Context: an optimization exercise on an open-source flow, tuned for small area. The choices shown serve that exercise and are no tape-out recipe. Where RTL was checked, it was by simulation tests only, not by an equivalence proof against the original. No driver is modelled on the clock port, so clock power and skew are understated where the tree is cut down; a real chip needs a root buffer or a tree. No activity file was given, so power comes from the tool's default toggle rates.

==> inputs of run a <==
Design topmodule, start of the top module:
module topmodule #(
    parameter integer CLK_FREQ = 1000000,
    parameter integer BAUD_RATE = 9600,
    parameter integer DB_THRES = 100
)(
    input  wire [7:0] data_in,
    input  wire clk,
    input  wire btn,
    input  wire reset,
    output wire txd,
    output wire [7:0] mem_out_data,
    output wire [3:0] mem_wr_addr,
    output wire tx_done_dbg,
    output wire rx_ready_dbg,
    output wire [7:0] rx_byte_dbg
);
==> module receiver, before the edit <==
module receiver #(
    parameter integer CLK_FREQ   = 1000000,
    parameter integer BAUD_RATE  = 9600,
    parameter integer DIV_SAMPLE = 4
)(
    input  wire       clk,
    input  wire       rst,
    input  wire       rxd,
    output wire [7:0] rxddata,
    output wire       data_ready,
    output wire       mem_re       
);
    reg [4:0] baudcnt;
    wire tick = baudcnt[4] & baudcnt[2] & baudcnt[0];    
    always @(posedge clk) begin
        if (rst | tick) baudcnt <= 5'd0;
        else            baudcnt <= {~baudcnt[3:0], baudcnt[1] ^ baudcnt[4]};
    end
    reg [1:0] sc;
    reg [3:0] bc;
    reg [9:1] rxshift;
    wire idle   = bc[3] & bc[2];
    wire active = ~bc[3] | (~bc[2] & ~bc[1]);
    wire ready  = bc[3] & bc[1] & ~bc[0] & ~bc[2];
    wire re     = bc[3] & ~bc[2] & bc[1] & bc[0];
    wire sc_last   = sc[1] & ~sc[0];       
    wire sc_sample = ~sc[1] & sc[0];       
    assign rxddata = rxshift[8:1];
    always @(posedge clk) begin
        if (rst) begin
            sc <= 2'b00;
            bc <= 4'hF;
            rxshift <= 9'h1FF;
        end else begin
            if (tick & active) begin
                sc <= {sc[0], ~sc[1]};
                if (sc_sample) rxshift <= {rxd, rxshift[9:2]};
            end
            if (re)
                bc <= 4'hF;
            else if (ready | (tick & ((active & sc_last) | (idle & ~rxd))))
                bc <= bc + 4'd1;
        end
    end
    assign data_ready = ready;
    assign mem_re     = re;
endmodule
clock: 10.0 ns
lec_check: 0
cap_margin: 20
core_margin: 2
core_utilization: 40
slew_margin: 20
standard.sh (not shown) runs the stock make flow with config.mk's settings and CLKGATE_MAP_FILE= SYNTH_SCRIPT=/design/flow/synth_recipe.tcl, a recipe that flattens the netlist after the stock synthesis.
==> flow/flow/run.sh <==
#!/bin/bash
# Standard ORFS layout (bash standard.sh), with these changes:
#  - after the standard synthesis, the gates between the registers are
#    re-mapped by ABC for area (resyn.tcl); registers keep names and cells;
#  - gates downsized after floorplan (post_floorplan.tcl);
#  - buf_1 cells as the port buffers;
#  - TritonCTS's clock tree replaced by one level of clock buffers
#    (pre_cts.tcl).
# Each tool's output goes to its own log here and to ORFS's logs in orfs/logs.
set -euo pipefail
here=$(pwd)
export BUFFER_PORTS_ARGS="-buffer_cell sky130_fd_sc_hd__buf_1"
export PRE_CTS_TCL="$here/flow/pre_cts.tcl"
export POST_FLOORPLAN_TCL="$here/flow/post_floorplan.tcl"
export CLK_BUF_CELL="${CLK_BUF_CELL:-sky130_fd_sc_hd__clkbuf_8}"
export NCLK="${NCLK:-4}"
bash standard.sh synth > synth.log 2>&1
res=$here/orfs/results/$FLOW_PLATFORM/topmodule/base
cp $res/1_2_yosys.v $here/standard_synth.v
YOSYS=yosys
[ -x "$FLOW_HOME/../tools/install/yosys/bin/yosys" ] && YOSYS="$FLOW_HOME/../tools/install/yosys/bin/yosys"
RESYN_LIB=$FLOW_HOME/platforms/$FLOW_PLATFORM/lib/sky130_fd_sc_hd__tt_025C_1v80.lib \
RESYN_NETLIST=$res/1_2_yosys.v RESYN_ABC=$here/flow/resyn.abc RESYN_DIR=$here \
  $YOSYS -c $here/flow/resyn.tcl > resyn.log 2>&1
bash standard.sh do-1_synth > synth_odb.log 2>&1
bash standard.sh > standard.log 2>&1
==> flow/flow/post_floorplan.tcl <==
# Synthesis (ABC) upsizes some gates for speed that the 10 ns clock does not
# need. Swap every combinational cell for the smallest cell of the same
# family (same function and pins, e.g. o2bb2ai_4 -> o2bb2ai_1); the later
# repair steps size up again wherever slew, capacitance or timing need it.
set db [ord::get_db]
set block [ord::get_db_block]
set dont_use [split $::env(DONT_USE_CELLS)]
set swapped 0
foreach inst [$block getInsts] {
  set master [$inst getMaster]
  set name [$master getName]
  if {![regexp {^(sky130_fd_sc_hd__)([a-z0-9]+)_([0-9]+)$} $name -> pfx base drive]} { continue }
  if {[$master isSequential]} { continue }
  if {[string match "df*" $base] || [string match "edf*" $base] || [string match "sdf*" $base] ||
      [string match "dl*" $base] || [string match "clk*" $base] || [string match "conb" $base] ||
      [string match "tap*" $base] || [string match "fill*" $base] || [string match "decap*" $base]} { continue }
  set best $master
  set best_area [expr {[$master getWidth] * [$master getHeight]}]
  foreach d {0 1 2} {
    set cand_name "${pfx}${base}_$d"
    if {$cand_name eq $name || [lsearch -exact $dont_use $cand_name] >= 0} { continue }
    set cand [$db findMaster $cand_name]
    if {$cand eq "NULL" || $cand eq ""} { continue }
    set a [expr {[$cand getWidth] * [$cand getHeight]}]
    if {$a < $best_area} { set best $cand; set best_area $a }
  }
  if {$best ne $master} {
    puts "downsize [$inst getName]: $name -> [$best getName]"
    $inst swapMaster $best
    incr swapped
  }
}
puts "downsized $swapped cells"
==> flow/flow/resyn.abc <==
strash
dc2
dch -f
amap
==> flow/flow/resyn.tcl <==
# Re-map the combinational logic of the standard synthesis netlist for area.
# The registers (dfxtp/edfxtp instances) are kept as they are, with their
# names and cell types; only the gates between them are re-mapped by ABC.
yosys -import
set lib $::env(RESYN_LIB)
set net $::env(RESYN_NETLIST)
read_liberty -ignore_miss_func $lib
read_verilog $net
hierarchy -top $::env(FLOW_TOP)
set seq {}
foreach c {dfxtp_1 dfxtp_2 dfxtp_4 edfxtp_1 dfrtp_1 dfstp_1 dfxbp_1 dfrbp_1 sdfxtp_1 dlxtp_1} { lappend seq sky130_fd_sc_hd__$c }
blackbox {*}$seq
flatten
opt_clean -purge
tee -o $::env(RESYN_DIR)/before.stat stat -liberty $lib
abc -liberty $lib -dont_use sky130_fd_sc_hd__lpflow_* -dont_use sky130_fd_sc_hd__probe* -script $::env(RESYN_ABC)
opt_clean -purge
splitnets
opt_clean -purge
hilomap -singleton -hicell sky130_fd_sc_hd__conb_1 HI -locell sky130_fd_sc_hd__conb_1 LO
insbuf -buf sky130_fd_sc_hd__buf_4 A X
tee -o $::env(RESYN_DIR)/after.stat stat -liberty $lib
write_verilog -noattr -nohex -nodec $net
Other scripts of this flow, unchanged in this note and not shown: flow/flow/pre_cts.tcl
==> run b (differences from run a) <==
--- a/flow/design.v
+++ b/flow/design.v
@@ -84,4 +84,11 @@
 );
+    localparam integer DIV_COUNTER = CLK_FREQ / (BAUD_RATE * DIV_SAMPLE);
+    localparam [5:0] S_READY = 6'd40, S_RE = 6'd41, S_IDLE = 6'd63;
     reg [4:0] baudcnt;
-    wire tick = baudcnt[4] & baudcnt[2] & baudcnt[0];    
+    reg [5:0] st;
+    reg [9:1] rxshift;
+    wire tick   = baudcnt[4] & baudcnt[2] & baudcnt[0];    
+    wire idle   = (st == S_IDLE);
+    wire active = (st < 6'd40);
+    assign rxddata = rxshift[8:1];
     always @(posedge clk) begin
@@ -90,30 +97,17 @@
     end
-    reg [1:0] sc;
-    reg [3:0] bc;
-    reg [9:1] rxshift;
-    wire idle   = bc[3] & bc[2];
-    wire active = ~bc[3] | (~bc[2] & ~bc[1]);
-    wire ready  = bc[3] & bc[1] & ~bc[0] & ~bc[2];
-    wire re     = bc[3] & ~bc[2] & bc[1] & bc[0];
-    wire sc_last   = sc[1] & ~sc[0];       
-    wire sc_sample = ~sc[1] & sc[0];       
-    assign rxddata = rxshift[8:1];
     always @(posedge clk) begin
         if (rst) begin
-            sc <= 2'b00;
-            bc <= 4'hF;
+            st <= S_IDLE;
             rxshift <= 9'h1FF;
         end else begin
-            if (tick & active) begin
-                sc <= {sc[0], ~sc[1]};
-                if (sc_sample) rxshift <= {rxd, rxshift[9:2]};
-            end
-            if (re)
-                bc <= 4'hF;
-            else if (ready | (tick & ((active & sc_last) | (idle & ~rxd))))
-                bc <= bc + 4'd1;
+            if (st == S_RE)
+                st <= S_IDLE;
+            else if (st == S_READY || (tick & active) || (tick & idle & ~rxd))
+                st <= st + 6'd1;
+            if (tick & active & (st[1:0] == 2'd1))
+                rxshift <= {rxd, rxshift[9:2]};
         end
     end
-    assign data_ready = ready;
-    assign mem_re     = re;
+    assign data_ready = (st == S_READY);
+    assign mem_re     = (st == S_RE);
 endmodule
==> flow/flow/run.sh (replaced) <==
#!/bin/bash
# Standard ORFS layout (bash standard.sh) with two changes: buf_1 cells as
# the port buffers, and TritonCTS's clock tree replaced by one level of
# clock buffers (see pre_cts.tcl). Tool output goes to standard.log and to
# ORFS's own logs under orfs/logs.
set -euo pipefail
here=$(pwd)
export BUFFER_PORTS_ARGS="-buffer_cell sky130_fd_sc_hd__buf_1"
export PRE_CTS_TCL="$here/flow/pre_cts.tcl"
export CLK_BUF_CELL="${CLK_BUF_CELL:-sky130_fd_sc_hd__clkbuf_8}"
export NCLK="${NCLK:-4}"
bash standard.sh > standard.log 2>&1
Settings changed: ABC_CLOCK_PERIOD_IN_PS set to 1000000.
removed: flow/flow/post_floorplan.tcl
removed: flow/flow/resyn.abc
removed: flow/flow/resyn.tcl
==> impl_metrics.csv <==
group,metric,value,unit
die,rows,28,
min_path,min_from,"RX.baudcnt[3]",
placed_design,gp_congestion,0.815,
worst_setup_path,slowest_stage,"clkinv_1",
layout,fillers,587,
power,powerDensity,151,nW/µm²
power,internal-power,0.000331,W
status,status,"complete, no violations",
power,comb_power,0.00000822,W
power,combPwrFrac,2.0,%
worst_setup_path,max_stage_delay,610,ps
The numbers above come from run a.

==> impl_metrics.csv <==
group,metric,value,unit
power,comb_power,0.0000486,W
power,combPwrFrac,10.2,%
worst_setup_path,endpoint_kind,"primary output",
layout,layout_common_cells,"dfxtp_1, nor2_1, buf_1",
worst_setup_path,slowest_stage,"dfxtp_1",
layout,fillers,676,
power,powerDensity,156,nW/µm²
power,internal-power,0.000365,W
status,status,"complete, no violations",
logic_synthesis,synth_area,2870,µm²
min_path,min_from,"TX.baudcnt[2]",
The numbers above come from run b.

Function not checked in run b: the RTL went through the layout flow alone. In every run of this note, the design's own scripts or RTL, not TritonCTS, make the clock network.

---

==> inputs of cedar <==
topmodule, a different RTL version from the one above (not shown whole).
==> module debouncing, before the edit <==
module debouncing #(
    parameter integer THRESHOLD = 100
)(
    input  wire clk,
    input  wire reset,
    input  wire btn,
    output reg  transmit
);
    reg ff1, ff2;
    reg [6:0] cnt;
    function automatic h(input [5:0] x);
        h = ~(x[3] ^ (x[1] | (x[0] & x[2])));
    endfunction
    wire top    = &cnt;                  
    wire bottom = ~|cnt;                 
    wire f = (cnt[6] ^ h(cnt[5:0])) | top;
    wire g = (cnt[0] ^ h(cnt[6:1])) & ~bottom;
    always @(posedge clk) begin
        if (reset) begin
            ff1 <= 1'b0;
            ff2 <= 1'b0;
            cnt <= 7'd0;
            transmit <= 1'b0;
        end else begin
            ff1 <= btn;
            ff2 <= ff1;
            cnt <= ff2 ? {cnt[5:0], f} : {g, cnt[6:1]};
            transmit <= top;
        end
    end
endmodule
Settings: LEC_CHECK=0, CAP_MARGIN=20, CORE_MARGIN=2, CORE_UTILIZATION=65, GPL_TIMING_DRIVEN=0, SLEW_MARGIN=20; clock period 10.0 ns.
==> flow/flow/run.sh <==
#!/bin/bash
# Standard ORFS layout (bash standard.sh), with these changes:
#  - after the standard synthesis, the gates between the registers are
#    re-mapped by ABC for area (resyn.tcl, several ABC scripts, smallest kept); registers keep names and cells;
#  - gates downsized after floorplan (post_floorplan.tcl);
#  - buf_1 cells as the port buffers;
#  - TritonCTS's clock tree replaced by one level of clock buffers
#    (pre_cts.tcl).
# Each tool's output goes to its own log here and to ORFS's logs in orfs/logs.
set -euo pipefail
here=$(pwd)
export BUFFER_PORTS_ARGS="-buffer_cell sky130_fd_sc_hd__buf_1"
export PRE_CTS_TCL="$here/flow/pre_cts.tcl"
export POST_FLOORPLAN_TCL="$here/flow/post_floorplan.tcl"
export CLK_BUF_CELL="${CLK_BUF_CELL:-sky130_fd_sc_hd__clkbuf_8}"
export NCLK="${NCLK:-3}"
export CLK_SLEW_GUARD="${CLK_SLEW_GUARD:-0.122}"
bash standard.sh synth > synth.log 2>&1
res=$here/orfs/results/$FLOW_PLATFORM/topmodule/base
cp $res/1_2_yosys.v $here/standard_synth.v
YOSYS=yosys
[ -x "$FLOW_HOME/../tools/install/yosys/bin/yosys" ] && YOSYS="$FLOW_HOME/../tools/install/yosys/bin/yosys"
# Re-map with several ABC scripts and keep the smallest netlist.
mkdir -p $here/resyn
best=""; best_area=""
for abc in $here/flow/abc_*.abc; do
  name=$(basename $abc .abc)
  if RESYN_LIB=$FLOW_HOME/platforms/$FLOW_PLATFORM/lib/sky130_fd_sc_hd__tt_025C_1v80.lib \
     RESYN_IN=$here/standard_synth.v RESYN_OUT=$here/resyn/$name.v RESYN_ABC=$abc \
     $YOSYS -c $here/flow/resyn.tcl > $here/resyn/$name.log 2>&1; then
    area=$(grep -m1 "Chip area" $here/resyn/$name.v.stat | awk '{print $NF}')
    echo "$name $area" >> $here/resyn/areas.txt
    if [[ -z "$best" ]] || awk "BEGIN{exit !($area < $best_area)}"; then best=$name; best_area=$area; fi
  fi
done
echo "best $best $best_area" >> $here/resyn/areas.txt
if [[ -n "$best" ]]; then cp $here/resyn/$best.v $res/1_2_yosys.v; fi
bash standard.sh do-1_synth > synth_odb.log 2>&1
bash standard.sh > standard.log 2>&1
==> flow/flow/pre_cts.tcl <==
# Replace TritonCTS's H-tree (9 buffers for ~70 sinks) with one level of
# clock buffers: the clock sinks are split into NCLK groups by position
# (halves in x, then halves in y; strips in x when NCLK is not a power of two) and each group gets its own buffer, placed
# at the group's centre and driven by the clock port.
set block [ord::get_db_block]
set dbu [$block getDbUnitsPerMicron]
set clk_net [$block findNet clk]
set sinks {}
foreach it [$clk_net getITerms] {
  set inst [$it getInst]
  set loc [$inst getLocation]
  lappend sinks [list [lindex $loc 0] [lindex $loc 1] "[$inst getName]/[[$it getMTerm] getName]"]
}
proc split_groups {groups axis} {
  set out {}
  foreach g $groups {
    set s [lsort -integer -index $axis $g]
    set h [expr {[llength $s] / 2}]
    lappend out [lrange $s 0 [expr {$h - 1}]] [lrange $s $h end]
  }
  return $out
}
set ng $::env(NCLK)
if {($ng & ($ng - 1)) == 0} {
  set groups [list $sinks]
  set axis 0
  while {[llength $groups] < $ng} {
    set groups [split_groups $groups $axis]
    set axis [expr {1 - $axis}]
  }
} else {
  # not a power of two: NCLK strips of equal sink count along x
  set s [lsort -integer -index 0 $sinks]
  set groups {}
  set n [llength $s]
  for {set k 0} {$k < $ng} {incr k} {
    lappend groups [lrange $s [expr {$k * $n / $ng}] [expr {($k + 1) * $n / $ng - 1}]]
  }
}
set i 0
foreach g $groups {
  set sx 0; set sy 0; set pins {}
  foreach s $g {
    set sx [expr {$sx + [lindex $s 0]}]
    set sy [expr {$sy + [lindex $s 1]}]
    lappend pins [get_pins [lindex $s 2]]
  }
  set n [llength $g]
  set cx [expr {double($sx) / $n / $dbu}]
  set cy [expr {double($sy) / $n / $dbu}]
  puts "clock group $i: $n sinks, buffer at $cx $cy"
  insert_buffer -buffer_cell $::env(CLK_BUF_CELL) -net clk -load_pins $pins \
    -location [list $cx $cy] -buffer_name clkbuf_$i -net_name clk_$i
  incr i
}
set_propagated_clock [all_clocks]
estimate_parasitics -placement
set guard $::env(CLK_SLEW_GUARD)
set sizes {sky130_fd_sc_hd__clkbuf_4 sky130_fd_sc_hd__clkbuf_8 sky130_fd_sc_hd__clkbuf_16}
set k 0
foreach bit [$clk_net getITerms] {
  set inst [$bit getInst]
  set onet ""
  foreach it [$inst getITerms] { if {[$it isOutputSignal]} { set onet [$it getNet] } }
  if {$onet eq "" || $onet eq "NULL"} { continue }
  while {1} {
    set worst 0.0
    foreach it [$onet getITerms] {
      if {[$it isInputSignal]} {
        set pin [get_pins "[[$it getInst] getName]/[[$it getMTerm] getName]"]
        foreach p {slew_max_rise slew_max_fall} {
          set sl [get_property $pin $p]
          if {$sl > $worst} { set worst $sl }
        }
      }
    }
    set cur [[$inst getMaster] getName]
    set idx [lsearch -exact $sizes $cur]
    puts "clock buffer [$inst getName]: $cur, estimated worst sink slew $worst"
    if {$worst <= $guard || $idx < 0 || $idx >= [llength $sizes] - 1} { break }
    $inst swapMaster [[ord::get_db] findMaster [lindex $sizes [expr {$idx + 1}]]]
    estimate_parasitics -placement
  }
  incr k
}
rename clock_tree_synthesis orig_clock_tree_synthesis
proc clock_tree_synthesis {args} { puts "clock_tree_synthesis skipped: clock buffers inserted by pre_cts.tcl" }
Other scripts of this flow, unchanged in this note and not shown: flow/flow/abc_amap.abc, flow/flow/abc_amap2.abc, flow/flow/abc_amapm.abc, flow/flow/abc_famap.abc, flow/flow/abc_map.abc, flow/flow/abc_nf.abc, flow/flow/abc_nfa.abc, flow/flow/abc_syn2nf.abc, flow/flow/post_floorplan.tcl, flow/flow/resyn.tcl
==> pepper: changes against cedar <==
--- a/flow/design.v
+++ b/flow/design.v
@@ -12,8 +12,9 @@
         h = ~(x[3] ^ (x[1] | (x[0] & x[2])));
     endfunction
-    wire top    = &cnt;                  
-    wire bottom = ~|cnt;                 
-    wire f = (cnt[6] ^ h(cnt[5:0])) | top;
-    wire g = (cnt[0] ^ h(cnt[6:1])) & ~bottom;
+    wire near_top = cnt[5] & cnt[4] & cnt[3] & cnt[1] & cnt[0];
+    wire near_bot = ~(cnt[5] | cnt[3] | cnt[2] | cnt[1] | cnt[0]);
+    wire top = near_top & cnt[6];        
+    wire f = (cnt[6] ^ h(cnt[5:0])) | near_top;
+    wire g = (cnt[0] ^ h(cnt[6:1])) & ~near_bot;
     always @(posedge clk) begin
         if (reset) begin
--- a/flow/flow/run.sh
+++ b/flow/flow/run.sh
@@ -14,5 +14,5 @@
 export POST_FLOORPLAN_TCL="$here/flow/post_floorplan.tcl"
 export CLK_BUF_CELL="${CLK_BUF_CELL:-sky130_fd_sc_hd__clkbuf_8}"
-export NCLK="${NCLK:-3}"
+export NCLK="${NCLK:-4}"
 export CLK_SLEW_GUARD="${CLK_SLEW_GUARD:-0.122}"
 bash standard.sh synth > synth.log 2>&1
CORE_UTILIZATION = 40   (was 65)
==> comparison table <==
|  | cedar | pepper |
|---|---|---|
| Number of tap instances | 46 | 72 |
| GR Util met2 | 35.4% | 21.0% |
| Worst Reg2Reg Path Length in Cells | 6 | 9 |
| Routing usage on met3 | 1.58% | 1.33% |
| WP data arrival | 1.91 ns | 1.87 ns |
| Sequential-cell power consumption | 0.296 mW | 0.295 mW |
| Design Area, Final | 2610 um^2 | 2630 um^2 |
| Result of the run | finished clean | finished clean |
| Detailed-placement wirelength estimate | 2.91 mm | 2.69 mm |
| Power per Cell Area | 160 nW/um^2 | 154 nW/um^2 |
| Floorplan Core Area | 3420 um^2 | 5610 um^2 |
| Clock slew at reported path FFs | 0.12 ns | 0.09 ns |
| Number of cells produced by synthesis | 221 | 218 |
| Logic depth of the worst setup path including buffers | 6 | 7 |
| Post-route clock skew | 0.0270 ns | 0.00628 ns |
| Post-synthesis area per instance | 10.7 um^2 | 10.8 um^2 |
| Worst hold slack after final layout | 0.397 ns | 0.387 ns |
| Share of cell area taken by flip-flops and latches | 62.1% | 61.7% |
| Routed length on met1 | 1.85 mm | 1.85 mm |
| Placed cells | 300 | 323 |
| Capture instance of the worst register-to-register path | RX.rxshift[9]$_SDFFE_PP1P_ | RX.bc[3]$_SDFFE_PP1P_ |
| Post-layout util | 76.4% | 46.9% |
| Setup crit start | TX.st[0]$_SDFFE_PP0P_ | TX.st[1]$_SDFFE_PP1P_ |
| Fraction of area in multi-input gates | 26.1% | 25.2% |
| GR Layer Usage met1 | 27.2% | 16.8% |
| DR WL met2 | 1.94 mm | 1.74 mm |
| Combinational cell power | 0.0123 mW | 0.0110 mW |
No run of this note takes its clock network from TritonCTS; it comes from the design's own scripts or RTL.

==> afterwards: timing with drivers on the ports <==
The results above use ideal ports. As a check the final layouts listed here were re-extracted and re-timed, cells and wires unchanged. Step 1: set_driving_cell puts a clkbuf_16 on clk and a buf_2 on each other input, an assumption about the parent block. Step 2 adds t to the input delays and takes it off the output delays; t is the mean of the earliest and latest rising clock arrival at the registers after step 1. Input paths then give back, and output paths get back, about the clock's delay inside the block. a / b / c = ideal ports / drivers / drivers and shift; a / b = the first two.
run | t (ns) | slack for setup (ns) | worst hold slack (ns) | worst setup path at the end
run a | 0.212 | 6.352 / 6.308 / 6.169 | 0.387 / 0.387 / 0.387 | input to register
run b | 0.215 | 6.391 / 6.335 / 6.550 | 0.388 / 0.388 / 0.388 | register to output
cedar | 0.207 | 6.092 / 6.043 / 6.115 | 0.397 / 0.397 / 0.397 | input to register
pepper | 0.210 | 6.129 / 6.072 / 6.282 | 0.387 / 0.387 / 0.387 | register to output
After both steps every run listed still meets setup and hold. For run a, which loses most, drivers alone change the setup slack by -0.044 ns; drivers and shift together by -0.183 ns.
